Background: an optimization exercise with open tools, aiming at small area. Do not read the settings as production practice.
Only simulation tests tie the RTL to the original design; equivalence was not proved.
No activity file was given, so power comes from the tool's default toggle rates.

==> run a <==
==> flow/design.v <==
module router_fifo(input clock, input [15:0] ld, sh, hd, input [8:0] din_x,
                   output [8:0] row0);
reg [8:0] row [0:15];
assign row0 = row[0];
genvar g;
generate for (g = 0; g < 16; g = g + 1) begin : rows
    wire [8:0] above = (g == 15) ? 9'd0 : row[(g + 1) % 16];
    always @(posedge clock)
        row[g] <= ~((din_x & {9{ld[g]}}) | (above & {9{sh[g]}}) | (row[g] & {9{hd[g]}}));
end endgenerate
endmodule
module router_top(input clock, resetn, read_enb_0, read_enb_1, read_enb_2, pkt_valid,
                  input [7:0] data_in, output [7:0] data_out_0, data_out_1, data_out_2,
                  output valid_out_0, valid_out_1, valid_out_2, error, busy);
localparam Decode_Address     = 3'b000,
           Load_First_Data    = 3'b001,
           Wait_Till_Empty    = 3'b010,
           Load_Data          = 3'b011,
           Check_Parity_Error = 3'b100,
           Load_Parity        = 3'b101,
           Fifo_Full_State    = 3'b110,
           Load_After_Full    = 3'b111;
reg [2:0] state, next_state;
wire [1:0] addr = data_in[1:0];
wire detect_add = (state == Decode_Address);
wire lfd_state  = (state == Load_First_Data);
wire ld_state   = (state == Load_Data) || (state == Load_Parity);
wire laf_state  = (state == Load_After_Full);
wire write_enb_reg = lfd_state || ld_state;
assign busy = !(detect_add || state == Load_Data);
wire [2:0] empty, full;      
assign valid_out_0 = !empty[0];
assign valid_out_1 = !empty[1];
assign valid_out_2 = !empty[2];
reg [1:0] q;
always @(posedge clock) if (detect_add) q <= addr;
wire fifo_full = (q == 2'd0) ? full[0] : (q == 2'd1) ? full[1] : (q == 2'd2) ? full[2] : 1'b0;
wire [2:0] write_enb = {write_enb_reg && q == 2'd2, write_enb_reg && q == 2'd1, write_enb_reg && q == 2'd0};
reg [4:0] cnt0, cnt1, cnt2;
localparam [31:0] FEEDBACK = 32'b10101000111111110101011100000001;
wire soft_reset_0 = (cnt0 == 5'b10000);
wire soft_reset_1 = (cnt1 == 5'b10000);
wire soft_reset_2 = (cnt2 == 5'b10000);
function [4:0] next_count(input [4:0] c, input stall);
    next_count = stall ? {c[3:0], FEEDBACK[c]} : 5'd0;
endfunction
always @(posedge clock) begin
    if (!resetn) begin
        cnt0 <= 5'd0; cnt1 <= 5'd0; cnt2 <= 5'd0;
    end
    else begin
        cnt0 <= next_count(cnt0, !empty[0] && !read_enb_0);
        cnt1 <= next_count(cnt1, !empty[1] && !read_enb_1);
        cnt2 <= next_count(cnt2, !empty[2] && !read_enb_2);
    end
end
reg parity_done, low_pkt_valid;
wire addr_empty = (addr == 2'd0) ? empty[0] : (addr == 2'd1) ? empty[1] : (addr == 2'd2) ? empty[2] : 1'b0;
always @(posedge clock) begin
    if (!resetn) state <= Decode_Address;
    else if ((soft_reset_0 && addr == 2'd0) || (soft_reset_1 && addr == 2'd1) || (soft_reset_2 && addr == 2'd2))
        state <= Decode_Address;
    else state <= next_state;
end
always @(*) begin
    case (state)
    Decode_Address:     next_state = !pkt_valid || addr == 2'd3 ? Decode_Address :
                                     addr_empty ? Load_First_Data : Wait_Till_Empty;
    Load_First_Data:    next_state = Load_Data;
    Wait_Till_Empty:    next_state = addr_empty ? Load_First_Data : Wait_Till_Empty;
    Load_Data:          next_state = fifo_full ? Fifo_Full_State : !pkt_valid ? Load_Parity : Load_Data;
    Fifo_Full_State:    next_state = fifo_full ? Fifo_Full_State : Load_After_Full;
    Load_Parity:        next_state = Check_Parity_Error;
    Check_Parity_Error: next_state = fifo_full ? Fifo_Full_State : Decode_Address;
    default:            next_state = parity_done ? Decode_Address : low_pkt_valid ? Load_Parity : Load_Data;
    endcase
end
reg [7:0] dout, c, d;
reg err;
assign error = err;
always @(posedge clock) begin
    if (!resetn) begin
        parity_done <= 1'b0;
        low_pkt_valid <= 1'b0;
        dout <= 8'd0;
        c <= 8'd0;
        d <= 8'd0;
    end
    else begin
        parity_done <= (ld_state && !fifo_full && !pkt_valid) || (laf_state && low_pkt_valid && !parity_done);
        low_pkt_valid <= ld_state && !pkt_valid;
        if (!pkt_valid || detect_add || write_enb_reg) dout <= data_in;
        if (pkt_valid && detect_add) c <= data_in;
        else if (pkt_valid && write_enb_reg) c <= c ^ data_in;
        if (!pkt_valid) d <= data_in;
    end
    err <= (c != d);
end
reg ph;
always @(posedge clock) begin
    if (!resetn) ph <= 1'b0;
    else ph <= !ph;
end
wire [8:0] din_x = {lfd_state, dout} ^ {9{ph}};
wire [2:0] soft_reset = {soft_reset_2, soft_reset_1, soft_reset_0};
wire [2:0] read_enb = {read_enb_2, read_enb_1, read_enb_0};
wire [7:0] data_out [0:2];
assign data_out_0 = data_out[0];
assign data_out_1 = data_out[1];
assign data_out_2 = data_out[2];
genvar k, g;
generate for (k = 0; k < 3; k = k + 1) begin : fifo
    reg  [4:0] n;            
    assign empty[k] = (n == 5'd0);
    assign full[k] = n[4];
    reg  [7:0] packet_out;
    reg        lz;           
    reg  [5:0] lm;           
    wire rst = !resetn || soft_reset[k];
    wire r = !empty[k] && read_enb[k];
    wire w = !full[k] && write_enb[k];
    wire [8:0] row0;
    wire [8:0] head = row0 ^ {9{ph}};
    wire hdr = head[8];
    wire [4:0] t = n - {4'd0, r};
    wire [15:0] ld, sh, hd;
    for (g = 0; g < 16; g = g + 1) begin : sel
        assign ld[g] = (t == g);
        assign sh[g] = r && !ld[g];
        assign hd[g] = !r && !ld[g];
    end
    router_fifo mem(.clock(clock), .ld(ld), .sh(sh), .hd(hd), .din_x(din_x), .row0(row0));
    assign data_out[k] = resetn ? packet_out : 8'd0;
    always @(posedge clock) begin
        if (rst) n <= 5'd0;
        else if (w && !r) n <= n + 1'b1;
        else if (!w && r) n <= n - 1'b1;
    end
    always @(posedge clock) begin
        if (rst) packet_out <= 8'd0;
        else if (lz && (empty[k] || !hdr)) packet_out <= 8'd0;
        else if (r) packet_out <= head[7:0];
    end
    always @(posedge clock) begin
        if (rst) lz <= 1'b1;
        else if (r) begin
            if (hdr) begin
                lz <= 1'b0;
                lm <= head[7:2];
            end
            else if (!lz) begin
                if (lm == 6'd0) lz <= 1'b1;
                lm <= lm - 1'b1;
            end
        end
    end
end endgenerate
endmodule
==> flow/flow/run.sh <==
#!/bin/bash
# The standard layout (standard.sh) with three changes:
#  - synthesis maps the logic with an area-oriented ABC script (flow/synth.tcl);
#  - the port buffers are the smallest buffer cell;
#  - clock tree synthesis adds no dummy loads and uses clkbuf_8 for
#    clusters of at most 20 flip-flops.
set -euo pipefail
here=$(pwd)
export MY_ABC_SCRIPT=$here/flow/abc_area.script
export BUFFER_PORTS_ARGS="-buffer_cell sky130_fd_sc_hd__buf_1"
export CTS_ARGS="-sink_clustering_enable -repair_clock_nets -dont_use_dummy_load -sink_clustering_size 20 -sink_clustering_max_diameter 60 -buf_list sky130_fd_sc_hd__clkbuf_8"
sed "s|SYNTH_SCRIPT=[^ ]*|SYNTH_SCRIPT=$here/flow/synth.tcl|" standard.sh > my_standard.sh
grep -q "SYNTH_SCRIPT=$here/flow/synth.tcl" my_standard.sh
bash my_standard.sh > standard.log 2>&1
==> flow/flow/abc_area.script <==
strash
dch -f
amap
==> flow/flow/synth.tcl <==
# The standard synthesis (synth_recipe.tcl), except that ABC maps the logic
# with an area-oriented script (abc_area.script beside this file, named by
# MY_ABC_SCRIPT) instead of ORFS's delay-oriented one.  Everything else,
# including the flip-flop mapping, is ORFS's synth.tcl unchanged.
proc synth {args} { yosys synth -nofsm -noshare {*}$args }
set f [open $::env(SCRIPTS_DIR)/synth.tcl]
set src [read $f]
close $f
set old {log_cmd abc {*}$abc_args}
if {[string first $old $src] < 0} { error "abc call not found in synth.tcl" }
set src [string map [list $old {log_cmd abc {*}[lreplace $abc_args 1 1 $::env(MY_ABC_SCRIPT)]}] $src]
eval $src
# left out here: clear keep_hierarchy, flatten, clean up, hide names made inside functions, write 1_2_yosys.v
==> flow/standard.sh <==
#!/bin/bash
# synth_recipe.tcl (not shown) runs the flow's synth.tcl, then flattens the netlist and writes it again
# the make line also repeats each setting of config.mk as NAME=value (left out here)
make -C /OpenROAD-flow-scripts/flow DESIGN_CONFIG=/design/flow/config.mk WORK_HOME=/design/flow/orfs CLKGATE_MAP_FILE= SYNTH_SCRIPT=/design/flow/synth_recipe.tcl "${@:-finish}"
==> flow/config.mk <==
export PLATFORM = sky130hd
export DESIGN_NAME = router_top
export DESIGN_NICKNAME = router_top
export VERILOG_FILES = /design/flow/design.v
export SDC_FILE = /design/flow/constraint.sdc
export NUM_CORES = 4
export LEC_CHECK = 0
export CAP_MARGIN = 20
export CORE_MARGIN = 2
export CORE_UTILIZATION = 40
export CTS_CLUSTER_DIAMETER = 80
export CTS_CLUSTER_SIZE = 30
export SLEW_MARGIN = 20
export SYNTH_HIERARCHICAL = 1
==> flow/constraint.sdc <==
create_clock -name core_clock -period 5.0 [get_ports {clock}]
set_input_delay 1.0000 -clock core_clock [delete_from_list [all_inputs] [get_ports {clock}]]
set_output_delay 1.0000 -clock core_clock [all_outputs]
set_load 0.01 [all_outputs]
==> run b (differences from run a) <==
--- a/flow/design.v
+++ b/flow/design.v
@@ -38,10 +38,11 @@
 wire [2:0] write_enb = {write_enb_reg && q == 2'd2, write_enb_reg && q == 2'd1, write_enb_reg && q == 2'd0};
 reg [4:0] cnt0, cnt1, cnt2;
-localparam [31:0] FEEDBACK = 32'b10101000111111110101011100000001;
-wire soft_reset_0 = (cnt0 == 5'b10000);
-wire soft_reset_1 = (cnt1 == 5'b10000);
-wire soft_reset_2 = (cnt2 == 5'b10000);
+wire soft_reset_0 = (cnt0 == 5'd30);
+wire soft_reset_1 = (cnt1 == 5'd30);
+wire soft_reset_2 = (cnt2 == 5'd30);
 function [4:0] next_count(input [4:0] c, input stall);
-    next_count = stall ? {c[3:0], FEEDBACK[c]} : 5'd0;
+    if (!stall) next_count = 5'd0;
+    else if (c == 5'd30) next_count = 5'd1;
+    else next_count = c + 1'b1;
 endfunction
 always @(posedge clock) begin
==> flow/run.sh (new file) <==
#!/bin/bash
# synth_recipe.tcl (not shown) runs the flow's synth.tcl, then flattens the netlist and writes it again
# the make line also repeats each setting of config.mk as NAME=value (left out here)
make -C /OpenROAD-flow-scripts/flow DESIGN_CONFIG=/design/flow/config.mk WORK_HOME=/design/flow/orfs CLKGATE_MAP_FILE= SYNTH_SCRIPT=/design/flow/synth_recipe.tcl finish
CTS_CLUSTER_DIAMETER = default   (was 80)
CTS_CLUSTER_SIZE = default   (was 30)
removed: flow/flow/run.sh
removed: flow/flow/abc_area.script
removed: flow/flow/synth.tcl
removed: flow/standard.sh
==> notes <==
Against run b, the critical path depth of run a is higher by 5. Die area: run a is lower than run b (about 8%). In run a the total power is smaller than in run b, by about 10%. In run b the final cell count is larger than in run a, by about 4%. Worst hold slack: run b is higher than run a (0.0082 ns). Between run b and run a, the lower clock power is in run a (gap 100%, measured against run a). Between run b and run a, the lower setup slack is in run a (gap 0.17 ns).

afterwards: timing with drivers on the ports:
The results above use ideal ports. As a check the final layouts listed here were re-extracted and re-timed, cells and wires unchanged.
Step 1, drivers: a clkbuf_16 drives clock and a buf_2 each remaining input, both assumed.
Step 2 also shifts input and output timing later by t, the mid clock arrival at the registers, as if the neighbouring blocks saw the same clock.
a / b / c = ideal ports / drivers / drivers and shift; a / b = the first two.
| run | shift t [ns] | slack for setup (ns) | worst setup path at the end | worst slew at a driven data input, ns |
|---|---|---|---|---|
| run a | 0.664 | 0.899 / 0.899 / 0.887 | input to register | 0.04 |
| run b | 0.645 | 1.067 / 1.085 / 0.440 | input to register | 0.06 |
After both steps setup and hold are still met in every run listed. The setup slack of run b, which loses most, moves by +0.018 ns with the drivers and by -0.627 ns with both steps.
